This design comes from an exercise in tuning for a short achievable clock period and few clock cycles on the open sky130 flow, not from production work.
In this exercise RTL edits were held to simulation tests only and were not proved equivalent to the original.
No activity file was given, so power comes from the tool's default toggle rates.

### flow/standard.sh
#!/bin/bash
# synth_recipe.tcl (not shown) runs the flow's synth.tcl, then flattens the netlist and writes it again
# the make line also repeats each setting of config.mk as NAME=value (left out here)
make -C /OpenROAD-flow-scripts/flow DESIGN_CONFIG=/design/flow/config.mk WORK_HOME=/design/flow/orfs CLKGATE_MAP_FILE= SYNTH_SCRIPT=/design/flow/synth_recipe.tcl "${@:-finish}"
### flow/config.mk
export PLATFORM = sky130hd
export DESIGN_NAME = MIPS_CPU
export DESIGN_NICKNAME = MIPS_CPU
export VERILOG_FILES = /design/flow/design.v
export SDC_FILE = /design/flow/constraint.sdc
export NUM_CORES = 4
export LEC_CHECK = 0
export CAP_MARGIN = 40
export CELL_PAD_IN_SITES_DETAIL_PLACEMENT = 1
export CELL_PAD_IN_SITES_GLOBAL_PLACEMENT = 2
export CORE_MARGIN = 2
export CORE_UTILIZATION = 25
export PLACE_DENSITY = 0.45
export SLEW_MARGIN = 40
### flow/flow/run.sh
#!/bin/bash
set -euo pipefail
bash standard.sh SETUP_SLACK_MARGIN=6.6 finish > std_flow.log 2>&1
### flow/constraint.sdc
create_clock -name core_clock -period 10.0 [get_ports {clk}]
set_input_delay 2.0000 -clock core_clock [delete_from_list [all_inputs] [get_ports {clk}]]
set_output_delay 2.0000 -clock core_clock [all_outputs]
set_load 0.01 [all_outputs]
### flow/design.v
module ks_add #(parameter W = 32, parameter L = 5) (x, y, ci, s, co);
  input  [W-1:0] x, y;
  input          ci;
  output [W-1:0] s;
  output         co;
  wire [W*(L+1)-1:0] g, p;
  wire [W-1:0]       hx = x ^ y;
  assign g[0] = (x[0] & y[0]) | (hx[0] & ci);
  assign p[0] = 1'b0;
  genvar i, l;
  generate
    for (i = 1; i < W; i = i + 1) begin : lv0
      assign g[i] = x[i] & y[i];
      assign p[i] = hx[i];
    end
    for (l = 1; l <= L; l = l + 1) begin : lv
      for (i = 0; i < W; i = i + 1) begin : bt
        if (i >= (1 << (l-1))) begin : op
          assign g[l*W+i] = g[(l-1)*W+i] | (p[(l-1)*W+i] & g[(l-1)*W+i-(1<<(l-1))]);
          assign p[l*W+i] = p[(l-1)*W+i] & p[(l-1)*W+i-(1<<(l-1))];
        end else begin : pass
          assign g[l*W+i] = g[(l-1)*W+i];
          assign p[l*W+i] = p[(l-1)*W+i];
        end
      end
    end
  endgenerate
  assign s  = hx ^ {g[L*W+W-2 -: W-1], ci};
  assign co = g[L*W+W-1];
endmodule
module MIPS_CPU (clk, rst, Mem_Read_EN, Mem_Write_EN, ALU_Result, Store_Value, Data_memory_out, instruction, addr);
  input         clk, rst;
  output        Mem_Read_EN, Mem_Write_EN;
  output [31:0] ALU_Result, Store_Value;
  input  [31:0] Data_memory_out;
  input  [31:0] instruction;
  output [31:0] addr;
  localparam BHB = 6;       
  integer i;
  reg [31:0] pc;            
  reg [31:0] pcn;           
  reg [31:0] x_a;           
  reg [31:0] x_b;           
  reg [31:0] x_c;           
  reg [4:0]  x_fa, x_fb, x_fc;
  reg [31:0] x_asn, x_csn, x_ad, x_cd, x_ae, x_be;
  reg [4:0]  x_fas, x_fcs, x_fad, x_fcd, x_fae, x_fbe;
  reg [4:0]  x_dest;
  reg        x_wen, x_load, x_store, x_beq, x_bne, x_pred, x_st;
  reg [3:0]  x_kind;        
  reg [31:0] x_tgt;         
  reg [31:0] x_pc4;         
  reg        x_bad;         
  reg [BHB-1:0] x_bi;       
  reg [1:0]  x_ctr;         
  reg [4:0]  x_sh;
  reg        x_and, x_or, x_xor, x_nor, x_slt, x_srl, x_sft;
  reg [31:0] m_sum, m_diff, m_oth, m_sv;
  reg [31:0] m_addrn;       
  reg        m_lt;
  reg [3:0]  m_kind;
  reg [2:0]  m_kindn;       
  reg [4:0]  m_dest;
  reg        m_wen, m_load, m_store;
  reg        m_loadn;       
  reg           u_en;
  reg [1:0]     u_ctr;
  reg [BHB-1:0] u_bi;
  reg [31:0] rf [1:31];
  reg [31:1] rf_v;
  reg [1:0] bht [0:(1<<BHB)-1];
  wire [31:0] m_val = ({{16{~m_kindn[0]}}, {16{m_kind[0]}}} & m_sum)
                    | ({{16{~m_kindn[1]}}, {16{m_kind[1]}}} & m_diff)
                    | ({{16{~m_kindn[2]}}, {16{m_kind[2]}}} & m_oth)
                    | {31'b0, m_kind[3] & m_lt};
  wire [31:0] m_res = m_loadn ? m_val : Data_memory_out;
  assign addr         = pc;
  assign ALU_Result   = ~m_addrn;
  assign Store_Value  = m_sv;
  assign Mem_Read_EN  = m_load;
  assign Mem_Write_EN = m_store;
  function [31:0] fwd;
    input [31:0] v;
    input [4:0]  f;
    input [31:0] s1, s2, s3;
    input        s4;
    fwd = ({32{f[0]}} & v) | ({32{f[1]}} & s1) | ({32{f[2]}} & s2) | ({32{f[3]}} & s3)
        | {31'b0, f[4] & s4};
  endfunction
  wire [31:0] a = fwd(x_a, x_fa, m_sum, m_diff, m_oth, m_lt);
  wire [31:0] b = fwd(x_b, x_fb, m_sum, m_diff, m_oth, m_lt);
  wire [31:0] c = fwd(x_c, x_fc, m_sum, m_diff, m_oth, m_lt);
  wire [31:0] a_s = fwd(~x_asn, x_fas, m_sum, m_diff, m_oth, m_lt);
  wire [31:0] c_s = fwd(~x_csn, x_fcs, m_sum, m_diff, m_oth, m_lt);
  wire [31:0] a_d = fwd(x_ad, x_fad, m_sum, m_diff, m_oth, m_lt);
  wire [31:0] c_d = fwd(x_cd, x_fcd, m_sum, m_diff, m_oth, m_lt);
  wire [31:0] a_e = fwd(x_ae, x_fae, m_sum, m_diff, m_oth, m_lt);
  wire [31:0] b_e = fwd(x_be, x_fbe, m_sum, m_diff, m_oth, m_lt);
  wire [31:0] sum, diff;
  wire        sum_co, diff_co;
  ks_add #(32) u_sum  (.x(a_s), .y(c_s),  .ci(1'b0), .s(sum),  .co(sum_co));
  ks_add #(32) u_diff (.x(a_d), .y(~c_d), .ci(1'b1), .s(diff), .co(diff_co));
  wire        lt_u = ~diff_co;
  wire        lt_s = (a_d[31] ^ c_d[31]) ? a_d[31] : lt_u;
  wire        lt   = x_slt ? lt_s : lt_u;
  wire [31:0] lg   = ({32{x_and}} & (a & c))
                   | ({32{x_or}}  & (a | c))
                   | ({32{x_xor}} & (a ^ c))
                   | ({32{x_nor}} & ~(a | c));
  wire [31:0] sft  = x_srl ? (b >> x_sh) : (b << x_sh);
  wire [31:0] oth  = x_sft ? sft : lg;
  wire eq      = (a_e == b_e);
  wire taken   = (x_beq & eq) | (x_bne & ~eq);
  wire mispred = (x_beq | x_bne) & ((taken != x_pred) | (taken & x_pred & x_bad));
  wire [5:0]  op    = instruction[31:26];
  wire [5:0]  fn    = instruction[5:0];
  wire [4:0]  rs    = instruction[25:21];
  wire [4:0]  rt    = instruction[20:16];
  wire [4:0]  rd    = instruction[15:11];
  wire [31:0] simm  = {{16{instruction[15]}}, instruction[15:0]};
  wire d_r     = (op == 6'b000000);
  wire d_ialu  = (op[5:3] == 3'b001);
  wire d_lw    = (op == 6'b100011);
  wire d_sw    = (op == 6'b101011);
  wire d_beq   = (op == 6'b000100);
  wire d_bne   = (op == 6'b000101);
  wire d_j     = (op == 6'b000010);
  wire d_br    = d_beq | d_bne;
  wire [4:0] d_dest = d_r ? rd : rt;
  wire       d_wen  = (d_r | d_ialu | d_lw) & (d_dest != 5'd0);
  wire       d_imm  = ~d_r;
  wire       d_ua   = ~d_j;
  wire       d_ub   = d_r | d_br | d_sw;
  wire d_add  = (d_r & (fn[5:1] == 5'b10000)) | (d_ialu & (op[2:1] == 2'b00)) | d_lw | d_sw;
  wire d_sub  = d_r & (fn[5:1] == 5'b10001);
  wire d_and  = (d_r & (fn == 6'b100100)) | (d_ialu & (op[2:0] == 3'b100));
  wire d_or   = (d_r & (fn == 6'b100101)) | (d_ialu & (op[2:0] == 3'b101));
  wire d_xor  = (d_r & (fn == 6'b100110)) | (d_ialu & (op[2:0] == 3'b110));
  wire d_nor  = (d_r & (fn == 6'b100111));
  wire d_slt  = (d_r & (fn == 6'b101010)) | (d_ialu & (op[2:0] == 3'b010));
  wire d_sltu = (d_r & (fn == 6'b101011)) | (d_ialu & (op[2:0] == 3'b011));
  wire d_sll  = d_r & (fn == 6'b000000);
  wire d_srl  = d_r & (fn == 6'b000010);
  wire [3:0] d_kind = {d_slt | d_sltu, d_sll | d_srl | d_and | d_or | d_xor | d_nor, d_sub, d_add};
  wire       d_ks   = d_add;
  wire       d_kd   = d_sub | d_slt | d_sltu;
  wire hit_a = x_wen && (x_dest == rs);
  wire hit_b = x_wen && (x_dest == rt);
  wire [3:0] kx = x_load ? 4'b0 : x_kind;
  wire stall = x_load & ((hit_a & d_ua) | (hit_b & d_ub));
  reg [31:0] rf_n [0:31];
  always @(*) begin
    rf_n[0] = 32'd0;
    for (i = 1; i < 32; i = i + 1)
      rf_n[i] = (m_wen && m_dest == i) ? m_res : (rf[i] & {32{rf_v[i]}});
  end
  wire [31:0] rv_a = rf_n[rs];
  wire [31:0] rv_b = rf_n[rt];
  wire [BHB-1:0] f_bi = pci[BHB+1:2];
  wire [1:0]  f_ctr   = bht[f_bi];
  wire        d_st    = instruction[15];
  wire        d_pred  = d_br & (d_st ^ f_ctr[1]);
  wire [31:0] pci     = ~pcn;
  wire [13:0] pc_hi   = pci[31:18];
  wire [13:0] hi_inc  = pc_hi + 14'd1;
  wire [13:0] hi_dec  = pc_hi - 14'd1;
  wire [16:0] lo_inc  = {1'b0, pci[17:2]} + 17'd1;
  wire [31:0] pc4     = {lo_inc[16] ? hi_inc : pc_hi, lo_inc[15:0], 2'b00};
  wire [15:0] lo_sum;
  wire        lo_co;
  ks_add #(16, 4) u_tgt (.x(pci[17:2]), .y(instruction[15:0]), .ci(1'b1), .s(lo_sum), .co(lo_co));
  wire [13:0] hi_t    = (d_st ^ lo_co) ? (lo_co ? hi_inc : hi_dec) : pc_hi;
  wire [31:0] target  = {hi_t, lo_sum, 2'b00};
  wire [31:0] jtarg   = {pc4[31:28], instruction[25:0], 2'b00};
  wire [9:0]  l10_sum;
  wire        l10_co;
  ks_add #(10, 4) u_t10 (.x(pci[11:2]), .y(instruction[9:0]), .ci(1'b1), .s(l10_sum), .co(l10_co));
  wire [31:0] ptarget = {pci[31:12], l10_sum, 2'b00};
  wire        d_bad   = ~(((instruction[15:10] == 6'b000000) & ~l10_co) |
                          ((instruction[15:10] == 6'b111111) &  l10_co));
  wire [31:0] pred_pc = d_j ? jtarg : (d_pred ? ptarget : pc4);
  wire        x_br   = x_beq | x_bne;
  wire        q      = ~(x_beq ^ x_pred);
  wire        red1   = x_br & ((x_beq != x_pred) | (x_beq & x_pred & x_bad));
  wire        red0   = x_br & ((x_bne != x_pred) | (x_bne & x_pred & x_bad));
  wire [31:0] alt1   = x_beq ? x_tgt : x_pc4;
  wire [31:0] alt0   = x_bne ? x_tgt : x_pc4;
  wire [31:0] pc_eq1 = red1 ? alt1 : (stall ? pci : pred_pc);
  wire [31:0] pc_eq0 = red0 ? alt0 : (stall ? pci : pred_pc);
  wire [31:0] pc_nxt = eq ? pc_eq1 : pc_eq0;
  always @(posedge clk or posedge rst) begin
    if (rst) begin
      pc  <= 32'd0;
      pcn <= 32'hffffffff;
    end else begin
      pc  <= pc_nxt;
      pcn <= ~pc_nxt;
    end
  end
  always @(posedge clk) begin
    begin
      x_a    <= rv_a;
      x_b    <= rv_b;
      x_c    <= d_imm ? simm : rv_b;
      x_asn  <= ~rv_a;
      x_csn  <= ~(d_imm ? simm : rv_b);
      x_ad   <= d_kd ? rv_a : 32'd0;
      x_cd   <= d_kd ? (d_imm ? simm : rv_b) : 32'd0;
      x_ae   <= d_br ? rv_a : 32'd0;
      x_be   <= d_br ? rv_b : 32'd0;
      x_dest <= d_dest;
      x_sh   <= instruction[10:6];
      x_tgt  <= target;
      x_pc4  <= pc4;
      x_bad  <= d_bad;
      x_bi   <= f_bi;
      x_ctr  <= f_ctr;
      x_st   <= d_st;
      x_kind <= d_kind;
      x_and <= d_and; x_or <= d_or; x_xor <= d_xor; x_nor <= d_nor;
      x_slt <= d_slt; x_srl <= d_srl; x_sft <= d_sll | d_srl;
    end
  end
  always @(posedge clk or posedge rst) begin
    if (rst) begin
      x_fa <= 5'd1; x_fb <= 5'd1; x_fc <= 5'd1;
      x_fas <= 5'd1; x_fcs <= 5'd1; x_fad <= 5'd1; x_fcd <= 5'd1; x_fae <= 5'd1; x_fbe <= 5'd1;
      x_wen <= 1'b0; x_load <= 1'b0; x_store <= 1'b0;
      x_beq <= 1'b0; x_bne <= 1'b0; x_pred <= 1'b0;
    end else begin
      x_fa <= (hit_a & ~x_load) ? {kx, 1'b0} : 5'd1;
      x_fb <= (hit_b & ~x_load) ? {kx, 1'b0} : 5'd1;
      x_fc <= (hit_b & ~x_load & ~d_imm) ? {kx, 1'b0} : 5'd1;
      x_fas <= (d_ks & hit_a & ~x_load) ? {kx, 1'b0} : 5'd1;
      x_fcs <= (d_ks & hit_b & ~x_load & ~d_imm) ? {kx, 1'b0} : 5'd1;
      x_fad <= (d_kd & hit_a & ~x_load) ? {kx, 1'b0} : 5'd1;
      x_fcd <= (d_kd & hit_b & ~x_load & ~d_imm) ? {kx, 1'b0} : 5'd1;
      x_fae <= (d_br & hit_a & ~x_load) ? {kx, 1'b0} : 5'd1;
      x_fbe <= (d_br & hit_b & ~x_load) ? {kx, 1'b0} : 5'd1;
      if (mispred | stall) begin
        x_wen <= 1'b0; x_load <= 1'b0; x_store <= 1'b0;
        x_beq <= 1'b0; x_bne <= 1'b0; x_pred <= 1'b0;
      end else begin
        x_wen <= d_wen; x_load <= d_lw; x_store <= d_sw;
        x_beq <= d_beq; x_bne <= d_bne; x_pred <= d_pred;
      end
    end
  end
  always @(posedge clk) begin
    m_sum  <= sum;
    m_addrn <= ~sum;
    m_diff <= diff;
    m_oth  <= oth;
    m_lt   <= lt;
    m_sv   <= b;
    m_kind <= x_kind;
    m_kindn <= ~x_kind[2:0];
    m_dest <= x_dest;
  end
  always @(posedge clk or posedge rst) begin
    if (rst) begin
      m_wen <= 1'b0; m_load <= 1'b0; m_store <= 1'b0; m_loadn <= 1'b1;
    end else begin
      m_wen   <= x_wen;
      m_load  <= x_load;
      m_loadn <= ~x_load;
      m_store <= x_store;
    end
  end
  always @(posedge clk or posedge rst) begin
    if (rst) begin
      u_en <= 1'b0;
    end else begin
      u_en <= x_beq | x_bne;
    end
  end
  always @(posedge clk) begin
    u_bi  <= x_bi;
    if (taken ^ x_st)
      u_ctr <= (x_ctr == 2'b11) ? 2'b11 : x_ctr + 2'b01;
    else
      u_ctr <= (x_ctr == 2'b00) ? 2'b00 : x_ctr - 2'b01;
  end
  always @(posedge clk or posedge rst) begin
    if (rst) begin
      for (i = 0; i < (1<<BHB); i = i + 1) bht[i] <= 2'b01;
    end else if (u_en) begin
      bht[u_bi] <= u_ctr;
    end
  end
  always @(posedge clk or posedge rst) begin
    if (rst) begin
      rf_v <= 31'd0;
    end else if (m_wen) begin
      rf_v[m_dest] <= 1'b1;
    end
  end
  always @(posedge clk) begin
    if (m_wen) rf[m_dest] <= m_res;
  end
endmodule
==> results of run 1 <==
==> where the power goes <==
part / total (W) / internal (W) / switching, W
Combinational: 0.00726 / 0.00271 / 0.00454
Clock: 0.00913 / 0.00516 / 0.00397
Sequential: 0.00919 / 0.00844 / 0.000750
Total: 0.0256 / 0.0163 / 0.00926
==> kinds of logic after synthesis <==
kind of cell,count (synthesis),synth area share
compound gates,3394,0.238
xor+xnor,172,0.0156
fa+ha+maj,170,0.0222
buf+inv,1365,0.0544
flops,1831,0.500
mux,303,0.0343
simple gates,2876,0.136
==> cell usage in the layout, fill, tap and decap left out, types with 229 or more instances in the layout <==
cell type | synthesis | final
o21ai_0 | 671 | 384
buf_6 | 3 | 474
clkbuf_16 | 0 | 259
nor2_1 | 1091 | 825
a22oi_1 | 402 | 362
nand2_1 | 667 | 535
o22ai_1 | 448 | 346
edfxtp_1 | 992 | 992
a31oi_2 | 0 | 254
inv_1 | 371 | 229
buf_4 | 2 | 1158
dfxtp_1 | 560 | 482
nand3_1 | 514 | 485
buf_12 | 1 | 467
==> worst paths after layout <==
path                          from          to  depth (start not counted)
setup reg to reg            pcn[3]     x_bi[1]                         28
hold reg to reg            x_bi[2]     u_bi[2]                          0
setup / recovery            pcn[3]     x_bi[1]                         28
max in group asynchronous      rst    rf_v[23]                          5
min in group asynchronous      rst  bht[40][1]                          3
hold / removal             x_bi[2]     u_bi[2]                          0
==> worst max-delay path: cells and delay by family (launching register included) <==
family | cells | cell delay [ps]
buffers and inverters | 28 | 3420
flip-flops | 1 | 570
==> cell type report <==
class | instances | area [µm²] | area share
Clock inverter | 113 | 1180 | 0.00775
Timing Repair Buffer | 2470 | 30900 | 0.202
Inverter | 373 | 1500 | 0.00981
Multi-Input combinational cell | 6971 | 57700 | 0.377
Sequential cell | 1831 | 48300 | 0.316
Antenna cell | 100 | 250 | 0.00164
Clock buffer | 332 | 6680 | 0.0437
Tap cell | 5038 | 6300 | 0.0412
==> stage by stage <==
stage | hold WS [ps] | instance area, µm² | total power, W | std cells | worst slack [ps]
after floorplan | 310 | 100000 | 0.0113 | 10111 | 4390
after global placement | 312 | 106000 | 0.0139 | 14766 | 3420
after detailed placement | 313 | 107000 | 0.0139 | 14779 | 3420
after CTS | 321 | 141000 | 0.0246 | 16551 | 5940
after global routing | 336 | 153000 | 0.0259 | 17143 | 5840
final | 320 | 153000 | 0.0256 | 17228 | 5900
==> cells in the mapped netlist, types with 81 or more instances <==
library cell     n  area, µm²
a21o_1          90        676
a21oi_1        275       1380
a221oi_1       289       2530
a22o_1         131       1150
a22oi_1        402       3020
a31oi_1        598       3740
buf_1          106        398
clkbuf_1       825       3100
dfrtp_1        173       4330
dfstp_2        106       2790
dfxtp_1        560      11200
edfxtp_1       992      29800
ha_1           164       2050
inv_1          371       1390
mux2_2         158       1780
mux2i_1        139       1390
nand2_1        667       2500
nand3_1        514       2570
nor2_1        1091       4100
nor3_1          91        455
nor4_1          81        507
o21ai_0        671       3360
o22ai_1        448       2800
xnor2_1         82        718
xor2_1          90        788
==> routing by layer <==
metal,routed length (µm),vias to the layer above
met5,1090,-
met1,334000,59337
met3,111000,4056
met4,102000,44
met2,380000,9848
li1,-,42253
==> timing repair <==
item	in CTS	in global routing
setup endpoints to repair	1523	635
setup buffers	1158	552
pin swaps	612	615
gates resized for setup	3226	1221
cloned	169	21
==> notes.md, run 1 <==
status - complete, no violations
HPWL after DPL - 502 mm
Tcrit/Tclk final - 0.410
Total Die Area - 390000 µm²
critical path peak fanout - 3
cell area after synthesis - 96300 µm²
Ports - 164
largest registers - rf (992), bht (128)
Final Wtd Congestion - 0.972
worst-margin pin slew - 1110 ps
first-pass GRT wire length - 1150 mm
critical path required time - 10900 ps
Biggest register - rf
unrepaired setup endpoints after global routing - true
H-tree depth - 4
remaining global-route overflow - 0
clock buffer count from CTS - 239
clock sink total - 1831
Max Freq - 0.244 GHz
die height - 625 µm
number of DRC markers in iteration 0 - 17107
drt via density - 6.71
Setup TNS - 0 ps
syn_nets - 10344
yosys warns - 3
max reg flops - 992
Syn Inst Count - 10111
WL/cell - 53.8 µm
CP Capture Type - register
routed vias - 115538
Crit path arrival time - 5000 ps
drt pass-1 iters - 9
Starting Density - 0.251
prevailing post-synth register cell - edfxtp_1
sequential-to-total area share from yosys stat - 0.500
CP dominant cell by count - buf_4
Max-Slew Margin vs Limit - 0.263
Final #Nets - 12119
CTS tree - built
Critical Path Start Type - register
Die W - 625 µm
Avg Inst Size Synth - 9.52 µm²
M3 GR Usage - 0.186
gr usage total - 0.453
latest clock arrival within the worst-skew pair - 1070 ps
hold_buf cts - 0
CP peak stage delay - 570 ps
area grow syn2layout - 58.7%
EDFF count, synth - 992
Placeable Area - 383000 µm²
minimum clock period - 4100 ps
P_leak - 55.2 nW
root buf cell - clkbuf_16
Finished Core Util - 0.399
final setup violation count - 0
Fin. Hold Viols - 0
FFs w/ async S/R, synth - 0.152
R2R setup slack - 5900 ps
I/O Buffers - 163
met1 Use GR - 0.518
largest net degree at the start of global routing - 117
Netlist cell types - 99
Row Count - 227
Worst Setup Path Type - register to register
drt drc - 0
final wirelength - 927 mm
Yosys reg bits - 1831
deepest clock path buffer count - 4
Layout fillers - 40587
vias in the first global route - 105954
final slew viol count - 0
layout cells sized above 1 - 0.431
Max VDD drop - 170 µV
grt met2 use - 0.656
Max Cap Viol - 0
final worst clock skew - 100 ps
antenna violations before repair - 108
crit path max-delay cell type - dfstp_2
Routed Antenna Nets - 0
Clock transition at path regs - 60 ps
Hold/Removal Path Class - register to register
power per cell area - 167 nW/µm²
gr busiest metal - met2
Testbench counts, summed over its fixed seeds: cycles 78,562.
==> run 2: changes to the inputs <==
--- a/flow/design.v
+++ b/flow/design.v
@@ -45,6 +45,8 @@
   reg [4:0]  x_fa, x_fb, x_fc;
   reg [31:0] x_asn, x_csn, x_ad, x_cd, x_ae, x_be;
   reg [4:0]  x_fas, x_fcs, x_fad, x_fcd, x_fae, x_fbe;
+  reg [31:0] x_ae2n, x_be2n;
+  reg [4:0]  x_fae2n, x_fbe2n;
   reg [4:0]  x_dest;
   reg        x_wen, x_load, x_store, x_beq, x_bne, x_pred, x_st;
   reg [3:0]  x_kind;        
@@ -110,6 +112,9 @@
   wire [31:0] sft  = x_srl ? (b >> x_sh) : (b << x_sh);
   wire [31:0] oth  = x_sft ? sft : lg;
   wire eq      = (a_e == b_e);
+  wire [31:0] a_e2 = fwd(~x_ae2n, ~x_fae2n, m_sum, m_diff, m_oth, m_lt);
+  wire [31:0] b_e2 = fwd(~x_be2n, ~x_fbe2n, m_sum, m_diff, m_oth, m_lt);
+  wire eq2     = (a_e2 == b_e2);
   wire taken   = (x_beq & eq) | (x_bne & ~eq);
   wire mispred = (x_beq | x_bne) & ((taken != x_pred) | (taken & x_pred & x_bad));
   wire [5:0]  op    = instruction[31:26];
@@ -188,13 +193,14 @@
   wire [31:0] pc_eq1 = red1 ? alt1 : (stall ? pci : pred_pc);
   wire [31:0] pc_eq0 = red0 ? alt0 : (stall ? pci : pred_pc);
   wire [31:0] pc_nxt = eq ? pc_eq1 : pc_eq0;
+  wire [31:0] pc_nx2 = eq2 ? pc_eq1 : pc_eq0;
   always @(posedge clk or posedge rst) begin
     if (rst) begin
       pc  <= 32'd0;
       pcn <= 32'hffffffff;
     end else begin
       pc  <= pc_nxt;
-      pcn <= ~pc_nxt;
+      pcn <= ~pc_nx2;
     end
   end
   always @(posedge clk) begin
@@ -208,6 +214,8 @@
       x_cd   <= d_kd ? (d_imm ? simm : rv_b) : 32'd0;
       x_ae   <= d_br ? rv_a : 32'd0;
       x_be   <= d_br ? rv_b : 32'd0;
+      x_ae2n <= ~(d_br ? rv_a : 32'd0);
+      x_be2n <= ~(d_br ? rv_b : 32'd0);
       x_dest <= d_dest;
       x_sh   <= instruction[10:6];
       x_tgt  <= target;
@@ -225,6 +233,7 @@
     if (rst) begin
       x_fa <= 5'd1; x_fb <= 5'd1; x_fc <= 5'd1;
       x_fas <= 5'd1; x_fcs <= 5'd1; x_fad <= 5'd1; x_fcd <= 5'd1; x_fae <= 5'd1; x_fbe <= 5'd1;
+      x_fae2n <= 5'b11110; x_fbe2n <= 5'b11110;
       x_wen <= 1'b0; x_load <= 1'b0; x_store <= 1'b0;
       x_beq <= 1'b0; x_bne <= 1'b0; x_pred <= 1'b0;
     end else begin
@@ -237,6 +246,8 @@
       x_fcd <= (d_kd & hit_b & ~x_load & ~d_imm) ? {kx, 1'b0} : 5'd1;
       x_fae <= (d_br & hit_a & ~x_load) ? {kx, 1'b0} : 5'd1;
       x_fbe <= (d_br & hit_b & ~x_load) ? {kx, 1'b0} : 5'd1;
+      x_fae2n <= ~((d_br & hit_a & ~x_load) ? {kx, 1'b0} : 5'd1);
+      x_fbe2n <= ~((d_br & hit_b & ~x_load) ? {kx, 1'b0} : 5'd1);
       if (mispred | stall) begin
         x_wen <= 1'b0; x_load <= 1'b0; x_store <= 1'b0;
         x_beq <= 1'b0; x_bne <= 1'b0; x_pred <= 1'b0;
--- a/flow/config.mk
+++ b/flow/config.mk
@@ -5,10 +5,10 @@
 export SDC_FILE = /design/flow/constraint.sdc
 export NUM_CORES = 4
 export LEC_CHECK = 0
-export CAP_MARGIN = 40
+export CAP_MARGIN = 20
 export CELL_PAD_IN_SITES_DETAIL_PLACEMENT = 1
 export CELL_PAD_IN_SITES_GLOBAL_PLACEMENT = 2
 export CORE_MARGIN = 2
 export CORE_UTILIZATION = 25
 export PLACE_DENSITY = 0.45
-export SLEW_MARGIN = 40
+export SLEW_MARGIN = 30
==> notes.md, run 2 <==
status - complete, no violations
H-tree depth - 5 (+1)
critical path peak fanout - 8 (+5)
Max VDD drop - 125 µV (-27%)
WL/cell - 53.0 µm (-1.6%)
clock buffer count from CTS - 266 (+11%)
final setup violation count - 0 (unchanged)
Netlist cell types - 93 (-6.1%)
drt pass-1 iters - 9 (unchanged)
top cells by area, synth - edfxtp_1, dfxtp_1, dfrtp_1, nor2_1, o21ai_0
P_leak - 56.7 nW (+2.8%)
number of DRC markers in iteration 0 - 16939 (-0.98%)
worst-margin pin slew - 1300 ps (+195 ps)
first-pass GRT wire length - 1200 mm (+3.6%)
area grow syn2layout - 54.4%
post-synth top area cell - edfxtp_1
vias in the first global route - 111779 (+5.5%)
CP Capture Type - register
Post-Place Setup Slack - 3350 ps (-65.6 ps)
final wirelength - 948 mm (+2.3%)
FFs w/ async S/R, synth - 0.152 (-0.000670)
syn_nets - 10935 (+5.7%)
max reg flops - 992 (unchanged)
most frequent cells after synthesis - nor2_1, edfxtp_1, clkbuf_1
Max Freq - 0.235 GHz (-3.6%)
register share of total power - 0.358 (about the same)
prevailing post-synth register cell - edfxtp_1
antenna violations before repair - 92 (-15%)
final worst clock skew - 82.3 ps (-17.8 ps)
Hold/Removal Path Class - register to register
Fin. Hold Viols - 0 (unchanged)
remaining global-route overflow - 0 (unchanged)
drt via density - 6.65 (-0.82%)
final slew viol count - 0 (unchanged)
latest clock arrival within the worst-skew pair - 1010 ps (-60 ps)
Clk network pwr share - 0.368 (+0.011)
CTS tree - built
Total Die Area - 409000 µm² (+4.8%)
clock sink total - 1905 (+4.0%)
largest registers - rf (992), bht (128)
largest net degree at the start of global routing - 126 (+7.7%)
met1 Use GR - 0.518 (about the same)
Starting Density - 0.251 (-0.000505)
most common cell after layout, fill and taps aside - buf_4
R2R setup slack - 5740 ps (-150 ps)
Critical Path Start Type - register
post-synth top area share - 0.295 (-0.0144)
Placeable Area - 402000 µm² (+5.1%)
HPWL after DPL - 522 mm (+4.0%)
Syn Inst Count - 10702 (+5.8%)
gr usage total - 0.445 (-0.00743)
Crit path arrival time - 5110 ps (+110 ps)
minimum clock period - 4260 ps (+154 ps)
deepest clock path buffer count - 4 (unchanged)
Worst path top cell family by delay - compound AO/OA/AOI/OAI gates
sequential-to-total area share from yosys stat - 0.492 (-0.00793)
crit path max-delay cell type - dfstp_2
Yosys reg bits - 1905 (+4.0%)
gr busiest metal - met2
Buf+Inv Stages, Crit Path - 7 (-75%)
Routed Antenna Nets - 0 (unchanged)
Row Count - 233 (+2.6%)
die height - 640 µm (+2.4%)
Max-Slew Margin vs Limit - 0.133 (-0.130)
r2r worst-path depth - 18 (-36%)
Setup WS post-layout - 5740 ps (-154 ps)
Final Wtd Congestion - 0.974 (+0.23%)
internal power - 0.0170 W (+4.4%)
most frequent cells in the layout - buf_4, edfxtp_1, nor2_1
M3 GR Usage - 0.166 (-0.0195)
Worst Setup Path Type - register to register
Setup TNS - 0 ps (unchanged)
CP peak stage delay - 580 ps (about the same)
Tcrit/Tclk final - 0.426 (+0.0154)
combinational share of power - 0.275 (-0.009)
Crit. path cell count - 18 (-36%)
drt drc - 0 (unchanged)
unrepaired setup endpoints after global routing - true
Avg Inst Size Synth - 9.44 µm² (-0.92%)
P_sw - 0.00958 W (+3.5%)
Ports - 164 (unchanged)
critical path required time - 10850 ps (-50 ps)
cell area after synthesis - 101000 µm² (+4.9%)
root buf cell - clkbuf_16
Final #Nets - 12535 (+3.4%)
count leader, synth - nor2_1
Max Cap Viol - 0 (unchanged)
yosys warns - 3 (unchanged)
Clock transition at path regs - 60 ps (about the same)
Finished Core Util - 0.388 (-0.0117)
I/O Buffers - 163 (unchanged)
layout cells sized above 1 - 0.409 (-0.0218)
Hold Path Depth - 0 (unchanged)
Biggest register - rf
EDFF count, synth - 992 (unchanged)
Die W - 640 µm (+2.4%)
hold_buf cts - 0 (unchanged)
grt met2 use - 0.645 (-0.0105)
critical-path cell list - clkinvlp_4, ha_4, buf_12, a22o_1, a221o_1, a211oi_4, o32ai_2, nor4_4, buf_6, a2111o_1, buf_6, buf_12, nand3_4, buf_6, nor2_4, buf_12, a211oi_4, o32a_1
Sw Ratio - 0.360 (-0.00198)
routed vias - 119063 (+3.1%)
power per cell area - 171 nW/µm² (+2.0%)
## run 2: changes by cell type after synthesis, moves of 42 or more
cell,before,now
mux2i_1,139,181
xnor2_1,82,145
a31oi_1,598,543
inv_1,371,480
a221oi_1,289,356
a22oi_1,402,459
nand3_1,514,586
o21ai_0,671,721
nand2_1,667,732
clkbuf_1,825,868
xor2_1,90,45
dfxtp_1,560,624
## run 2: per-layer routing
metal | wire (µm) | share of wire | vias to the layer above
met3 | 109000 | 0.11 | 3690
met4 | 99400 | 0.10 | 36
li1 | - | - | 44053
met1 | 349000 | 0.37 | 61527
met5 | 1220 | 0.0013 | -
met2 | 390000 | 0.41 | 9757
## run 2: worst paths after layout
path | from | to
min in group asynchronous | rst | pc[31]
min | x_bi[3] | u_bi[3]
max in group asynchronous | rst | x_fae[2]
max | pcn[3] | pcn[23]
min reg2reg | x_bi[3] | u_bi[3]
max reg2reg | pcn[3] | pcn[23]
## run 2: power groups by stage
| stage | combinational [W] | sequential [W] | clock, W |
|---|---|---|---|
| final | 0.00731 | 0.00952 | 0.00979 |
| after global routing | 0.00746 | 0.00955 | 0.0101 |
| after CTS | 0.00663 | 0.00948 | 0.00985 |
| after detailed placement | 0.00534 | 0.00963 | 0 |
| after global placement | 0.00531 | 0.00962 | 0 |
| after floorplan | 0.00295 | 0.00917 | 0 |
## run 2: area by class of cell
type / count / area, µm²
clock inverters: 97 / 956
fillers: 42800 / 246000
inverters: 482 / 1890
diodes: 107 / 268
clock buffers: 375 / 7540
repair buffers: 2327 / 28800
multi-input cells: 7320 / 60000
well taps: 5287 / 6620
flip-flops and latches: 1905 / 49800
## run 2: cell families (layout without fill, tap and decap cells)
family                     after synthesis  count (layout)  synth area share
DFF                                   1905            1905             0.492
xor gates and xnor gates               190             190            0.0165
and+or+nand+nor                       3022            3057             0.137
buffers and inverters                 1516            3281            0.0580
muxes                                  347             347            0.0367
other                                    0             107                 0
adders and majority gates              169             169            0.0211
AOI/OAI and AO/OA                     3553            3557             0.239
## run 2: repair_timing
item                        CTS  global route
setup endpoints to repair  2045           749
buffers inserted           1196           368
gates cloned                143            10
pin swaps                   620           434
resized for setup          3347           954
## run 2: worst reg2reg max path: cells and delay by family, from the launching register on
kind | cells | cell delay [ps]
AOI/OAI and AO/OA | 7 | 1800
adders and majority gates | 1 | 210
buffers and inverters | 7 | 1050
DFF | 1 | 580
and+or+nand+nor | 3 | 550
## run 2: metrics by stage
step | area, µm² | total power [W] | hold slack (ps) | std cells
final | 156000 | 0.0266 | 328 | 17900
after global routing | 156000 | 0.0271 | 334 | 17824
after CTS | 148000 | 0.0260 | 329 | 17415
after detailed placement | 112000 | 0.0150 | 316 | 15604
after global placement | 112000 | 0.0149 | 311 | 15591
after floorplan | 105000 | 0.0121 | 310 | 10702
Testbench counts of run 2, summed over its fixed seeds: cycles 78,562.

-- re-timing with driven ports --
In the flow no input, the clock included, has a driving cell. The finished layouts below were timed again as built, in two steps.
Step 1, drivers: a clkbuf_16 drives clk and a buf_2 each remaining input, both assumed.
Step 2 also shifts input and output timing later by t, the mid clock arrival at the registers, as if the neighbouring blocks saw the same clock.
a / b / c = ideal / step 1 / step 2; a / b = the first two.
run | t (ns) | setup slack, ns | cell pins on the clock port's net
run 1 | 1.144 | 5.898 / 5.898 / 4.925 | 1
run 2 | 1.097 | 5.744 / 5.744 / 4.824 | 1
After both steps setup and hold are still met in every run listed. For run 1, which loses most, drivers alone change the setup slack by 0.000 ns; drivers and shift together by -0.973 ns.
